What follows belongs to an exercise in optimizing a design on an open flow for small area, a short achievable clock period and few clock cycles; a production flow would make more cautious choices.
No activity file was given, so power comes from the tool's default toggle rates.

==> flow/design.v <==
`timescale 1ns / 1ps
module cpu(
    input             Clk,
    input             Reset_N,
    output     [15:0] i_address,
    input      [15:0] i_data,
    output reg        d_readM,
    output reg        d_writeM,
    output     [15:0] d_address,
    output     [15:0] d_wdata,
    input      [15:0] d_rdata,
    output reg [15:0] num_inst,
    output reg [15:0] output_port,
    output reg        is_halted
);
    reg [15:0] pc;
    reg [15:0] r0, r1, r2, r3;
    reg        ex_v;           
    reg [15:0] ex_a;           
    reg [15:0] ex_y;           
    reg        ex_cin;         
    reg [15:0] ex_alt;         
    reg        ex_pt;          
    reg        ex_br;          
    reg [1:0]  ex_bop;         
    reg [5:0]  ex_sel;         
    reg        ex_wen;         
    reg        ex_ld;          
    reg        ex_st;          
    reg        ex_wwd;         
    reg        ex_hlt;         
    reg        ex_fwd;         
    reg [1:0]  ex_dst;         
    reg        mem_wen;
    reg [1:0]  mem_dst;
    reg        mem_ld;
    reg [15:0] mem_res;        
    assign i_address = pc;
    assign d_address = mem_res;
    assign d_wdata   = rf(mem_dst);
    wire [15:0] mem_val = mem_ld ? d_rdata : mem_res;
    function [15:0] rf;
        input [1:0] a;
        case (a)
            2'd0: rf = r0;
            2'd1: rf = r1;
            2'd2: rf = r2;
            default: rf = r3;
        endcase
    endfunction
    wire [16:0] s_g0 = {ex_a & ex_y, ex_cin};
    wire [16:0] s_p0 = {ex_a ^ ex_y, 1'b0};
    wire [16:0] s_g1 = s_g0 | (s_p0 & {s_g0[15:0], 1'b0});
    wire [16:0] s_p1 = s_p0 & {s_p0[15:0], 1'b0};
    wire [16:0] s_g2 = s_g1 | (s_p1 & {s_g1[14:0], 2'b0});
    wire [16:0] s_p2 = s_p1 & {s_p1[14:0], 2'b0};
    wire [16:0] s_g3 = s_g2 | (s_p2 & {s_g2[12:0], 4'b0});
    wire [16:0] s_p3 = s_p2 & {s_p2[12:0], 4'b0};
    wire [16:0] s_g4 = s_g3 | (s_p3 & {s_g3[8:0], 8'b0});
    wire [15:0] sum  = s_p0[16:1] ^ s_g4[15:0];
    wire [15:0] res = ({16{ex_sel[0]}} & sum) |
                      ({16{ex_sel[1]}} & (ex_a & ex_y)) |
                      ({16{ex_sel[2]}} & (ex_a | ex_y)) |
                      ({16{ex_sel[3]}} & ~ex_a) |
                      ({16{ex_sel[4]}} & {ex_a[14:0], 1'b0}) |
                      ({16{ex_sel[5]}} & {ex_a[15], ex_a[15:1]});
    reg cond;
    always @(*) begin
        case (ex_bop)
            2'd0: cond = ex_a != ex_y;
            2'd1: cond = ex_a == ex_y;
            2'd2: cond = !ex_a[15] && ex_a != 16'h0000;
            default: cond = ex_a[15];
        endcase
    end
    wire flush = ex_br && (cond != ex_pt);
    wire [3:0]  iop  = i_data[15:12];
    wire [1:0]  irs  = i_data[11:10];
    wire [1:0]  irt  = i_data[9:8];
    wire [5:0]  ifn  = i_data[5:0];
    wire [7:0]  imm  = i_data[7:0];
    wire [15:0] pc1  = pc + 16'd1;
    wire i_r    = iop == 4'd15;
    wire i_br   = iop[3:2] == 2'b00;
    wire i_jmp  = iop == 4'd9 || iop == 4'd10;
    wire i_jal  = iop == 4'd10;
    wire i_jr   = i_r && (ifn == 6'd25 || ifn == 6'd26);
    wire i_jrl  = i_r && ifn == 6'd26;
    wire i_alu  = i_r && ifn[5:3] == 3'd0;
    wire i_tcp  = i_alu && ifn[2:0] == 3'd5;
    wire i_sub  = i_alu && ifn[2:0] == 3'd1;
    wire i_adi  = iop == 4'd4;
    wire i_ori  = iop == 4'd5;
    wire i_lhi  = iop == 4'd6;
    wire i_ld   = iop == 4'd7;
    wire i_st   = iop == 4'd8;
    wire [7:0]  k_x  = pc1[7:0];
    wire [7:0]  k_g0 = k_x & imm;
    wire [7:0]  k_p0 = k_x | imm;
    wire        k_gb = (k_x[1] & imm[1]) | ((k_x[1] & k_x[0]) & imm[0]) |
                       ((imm[1] & k_x[0]) & imm[0]);
    wire [7:0]  k_g1 = {k_g0[7:2] | (k_p0[7:2] & k_g0[6:1]), k_gb, k_g0[0]};
    wire [7:0]  k_p1 = k_p0 & {k_p0[6:0], 1'b0};
    wire [7:0]  k_g2 = k_g1 | (k_p1 & {k_g1[5:0], 2'b0});
    wire [7:0]  k_p2 = k_p1 & {k_p1[5:0], 2'b0};
    wire [7:0]  k_g3 = k_g2 | (k_p2 & {k_g2[3:0], 4'b0});
    wire [7:0]  t_lo = k_x ^ (imm ^ {k_g3[6:0], 1'b0});
    wire        t_c8 = k_g3[7];
    wire [7:0]  hi_p = pc1[15:8] + 8'd1;
    wire [7:0]  hi_m = pc1[15:8] - 8'd1;
    wire [7:0]  hi_0 = imm[7] ? hi_m : pc1[15:8];    
    wire [7:0]  hi_1 = imm[7] ? pc1[15:8] : hi_p;    
    wire [7:0]  t_hi = ({8{t_c8}} & hi_1) | ({8{~t_c8}} & hi_0);
    wire [15:0] i_tgt = {t_hi, t_lo};
    wire        i_req = irs == irt;
    reg         i_bt;
    always @(*) begin
        case (iop[1:0])
            2'd0: i_bt = imm[7] || !i_req;
            2'd1: i_bt = imm[7] || i_req;
            2'd2: i_bt = 1'b1;
            default: i_bt = imm[7];
        endcase
        i_bt = i_bt && i_br;
    end
    wire i_use_rs = !(i_lhi || i_jmp);
    wire i_use_rt = (i_alu && ifn[2:1] == 2'd0) || (i_alu && ifn[2:1] == 2'd1) ||
                    i_st || iop == 4'd0 || iop == 4'd1;
    wire i_wen = i_adi || i_ori || i_lhi || i_ld || i_jal || i_alu || i_jrl;
    wire [1:0] i_dst = (i_jal || i_jrl) ? 2'd2 : i_r ? i_data[7:6] : irt;
    wire ex_w    = ex_v && ex_wen;
    wire hit_rs  = ex_w && ex_dst == irs;
    wire [1:0] i_srcb = i_tcp ? irs : irt;       
    wire hit_b   = ex_w && ex_dst == i_srcb;
    wire ld_wait = ex_ld && ((i_use_rs && ex_dst == irs) || (i_use_rt && ex_dst == irt));
    wire jr_wait = i_jr && hit_rs && !ex_fwd;
    wire stall   = ld_wait || jr_wait;
    wire [15:0] a_base = (mem_wen && mem_dst == irs) ? mem_val : rf(irs);
    wire [15:0] b_base = (mem_wen && mem_dst == i_srcb) ? mem_val : rf(i_srcb);
    wire [15:0] i_rsv  = hit_rs ? res : a_base;
    wire        a_zero = i_tcp || i_lhi || i_jal || i_jrl;
    wire        y_inv  = i_sub || i_tcp;
    wire        y_reg  = i_alu || i_br;
    reg  [15:0] y_imm;
    always @(*) begin
        if (i_ori)             y_imm = {8'h00, imm};
        else if (i_lhi)        y_imm = {imm, 8'h00};
        else if (i_jal || i_jrl) y_imm = pc1;
        else                   y_imm = {{8{imm[7]}}, imm};
    end
    reg [15:0] npc;
    always @(*) begin
        if (flush)      npc = ex_alt;
        else if (stall) npc = pc;
        else if (i_jmp) npc = {pc1[15:12], i_data[11:0]};
        else if (i_bt)  npc = i_tgt;
        else if (i_jr)  npc = i_rsv;
        else            npc = pc1;
    end
    wire go = !flush && !stall;
    always @(posedge Clk or negedge Reset_N) begin
        if (!Reset_N) begin
            pc          <= 16'h0000;
            r0 <= 16'h0000; r1 <= 16'h0000; r2 <= 16'h0000; r3 <= 16'h0000;
            ex_v        <= 1'b0;
            ex_wen      <= 1'b0;
            ex_ld       <= 1'b0;
            ex_st       <= 1'b0;
            ex_br       <= 1'b0;
            ex_wwd      <= 1'b0;
            ex_hlt      <= 1'b0;
            mem_wen     <= 1'b0;
            mem_ld      <= 1'b0;
            d_readM     <= 1'b0;
            d_writeM    <= 1'b0;
            num_inst    <= 16'h0000;
            output_port <= 16'h0000;
            is_halted   <= 1'b0;
        end else begin
            pc <= npc;
            ex_v   <= go;
            ex_wen <= go && i_wen;
            ex_ld  <= go && i_ld;
            ex_st  <= go && i_st;
            ex_br  <= go && i_br;
            ex_wwd <= go && i_r && ifn == 6'd28;
            ex_hlt <= go && i_r && ifn == 6'd29;
            mem_wen  <= ex_w;
            mem_ld   <= ex_ld;
            d_readM  <= ex_ld;
            d_writeM <= ex_st;
            if (mem_wen) begin
                case (mem_dst)
                    2'd0: r0 <= mem_val;
                    2'd1: r1 <= mem_val;
                    2'd2: r2 <= mem_val;
                    default: r3 <= mem_val;
                endcase
            end
            if (ex_v) num_inst <= num_inst + 16'd1;
            if (ex_wwd) output_port <= ex_a;
            if (ex_hlt) is_halted <= 1'b1;
        end
    end
    always @(posedge Clk) begin
        ex_a    <= a_zero ? 16'h0000 : hit_rs ? res : a_base;
        ex_y    <= !y_reg ? y_imm :
                   hit_b  ? (res ^ {16{y_inv}}) : (b_base ^ {16{y_inv}});
        ex_cin  <= y_inv;
        ex_alt  <= (i_bt || !i_br) ? pc1 : i_tgt;
        ex_pt   <= i_bt;
        ex_bop  <= iop[1:0];
        ex_sel  <= {i_alu && ifn[2:0] == 3'd7,
                    i_alu && ifn[2:0] == 3'd6,
                    i_alu && ifn[2:0] == 3'd4,
                    (i_alu && ifn[2:0] == 3'd3) || i_ori || i_lhi || i_jal || i_jrl,
                    i_alu && ifn[2:0] == 3'd2,
                    (i_alu && (ifn[2:0] == 3'd0 || ifn[2:0] == 3'd1 || ifn[2:0] == 3'd5)) ||
                    i_adi || i_ld || i_st};
        ex_fwd  <= i_ori || i_lhi;
        ex_dst  <= i_dst;
        mem_dst <= ex_dst;
        mem_res <= res;
    end
endmodule
make LEC_CHECK=0 ABC_AREA=1 CAP_MARGIN=20 CORE_MARGIN=2 CORE_UTILIZATION=40 SETUP_SLACK_MARGIN=5 SLEW_MARGIN=20 finish   # period 8.0 ns
run.sh (not shown) runs the stock make flow with config.mk's settings and CLKGATE_MAP_FILE= SYNTH_SCRIPT=/design/flow/synth_recipe.tcl, a recipe that flattens the netlist after the stock synthesis.
Then changed:
--- a/flow/design.v
+++ b/flow/design.v
@@ -16,10 +16,11 @@
     reg [15:0] pc;
     reg [15:0] r0, r1, r2, r3;
     reg        ex_v;           
     reg [15:0] ex_a;           
     reg [15:0] ex_y;           
+    reg [15:0] ex_b;           
     reg        ex_cin;         
     reg [15:0] ex_alt;         
     reg        ex_pt;          
     reg        ex_br;          
     reg [1:0]  ex_bop;         
@@ -28,18 +29,19 @@
     reg        ex_ld;          
     reg        ex_st;          
     reg        ex_wwd;         
     reg        ex_hlt;         
     reg        ex_fwd;         
-    reg [1:0]  ex_dst;         
+    reg [1:0]  ex_dst;
     reg        mem_wen;
     reg [1:0]  mem_dst;
     reg        mem_ld;
     reg [15:0] mem_res;        
+    reg [15:0] mem_wd;         
     assign i_address = pc;
     assign d_address = mem_res;
-    assign d_wdata   = rf(mem_dst);
+    assign d_wdata   = mem_wd;
     wire [15:0] mem_val = mem_ld ? d_rdata : mem_res;
     function [15:0] rf;
         input [1:0] a;
         case (a)
             2'd0: rf = r0;
@@ -204,10 +206,11 @@
     end
     always @(posedge Clk) begin
         ex_a    <= a_zero ? 16'h0000 : hit_rs ? res : a_base;
         ex_y    <= !y_reg ? y_imm :
                    hit_b  ? (res ^ {16{y_inv}}) : (b_base ^ {16{y_inv}});
+        ex_b    <= hit_b ? res : b_base;
         ex_cin  <= y_inv;
         ex_alt  <= (i_bt || !i_br) ? pc1 : i_tgt;
         ex_pt   <= i_bt;
         ex_bop  <= iop[1:0];
         ex_sel  <= {i_alu && ifn[2:0] == 3'd7,
@@ -219,7 +222,8 @@
                     i_adi || i_ld || i_st};
         ex_fwd  <= i_ori || i_lhi;
         ex_dst  <= i_dst;
         mem_dst <= ex_dst;
         mem_res <= res;
+        mem_wd  <= ex_b;
     end
 endmodule
Final area increases slightly.
Global-route usage decreases by 0.21 points.
Fmax increases by roughly a tenth.
Routed wire length decreases by a few percent.
Critical path depth increases by 9.
Area after synthesis increases slightly.
Sequential share of layout area increases by 3.1 points.
Worst setup slack is better by 400 ps.
Utilization decreases by 0.25 points.
Combinational power stays flat.
Synthesized cell count decreases by a few percent.
Function was not checked in any run of this note: the RTL went through the layout flow alone.

[port drivers added, routing unchanged]
No port has a modelled driver above. Below, the same layouts with a new extraction and two added sets of constraints.
Step 1 (the two cells are an assumption about what drives the block):
set clk [get_ports {Clk}]
set_driving_cell -lib_cell sky130_fd_sc_hd__clkbuf_16 $clk
set_driving_cell -lib_cell sky130_fd_sc_hd__buf_2 [delete_from_list [all_inputs] $clk]
Step 2 adds t to the input delays and takes it off the output delays; t is the mean of the earliest and latest rising clock arrival at the registers after step 1. Input paths then give back, and output paths get back, about the clock's delay inside the block.
Slacks: ideal / step 1 / step 2; pairs: ideal / step 1.
| run | shift t [ns] | setup WS [ns] | slew at the worst register clock pin (ns) | worst slew at a driven data input, ns |
|---|---|---|---|---|
| the first run | 0.585 | 4.473 / 4.420 / 4.176 | 0.06 / 0.06 | 0.06 |
| the second run | 0.618 | 4.876 / 4.861 / 4.243 | 0.07 / 0.07 | 0.06 |
After both steps setup and hold are still met in every run listed. The setup slack of the second run, which loses most, moves by -0.015 ns with the drivers and by -0.633 ns with both steps.
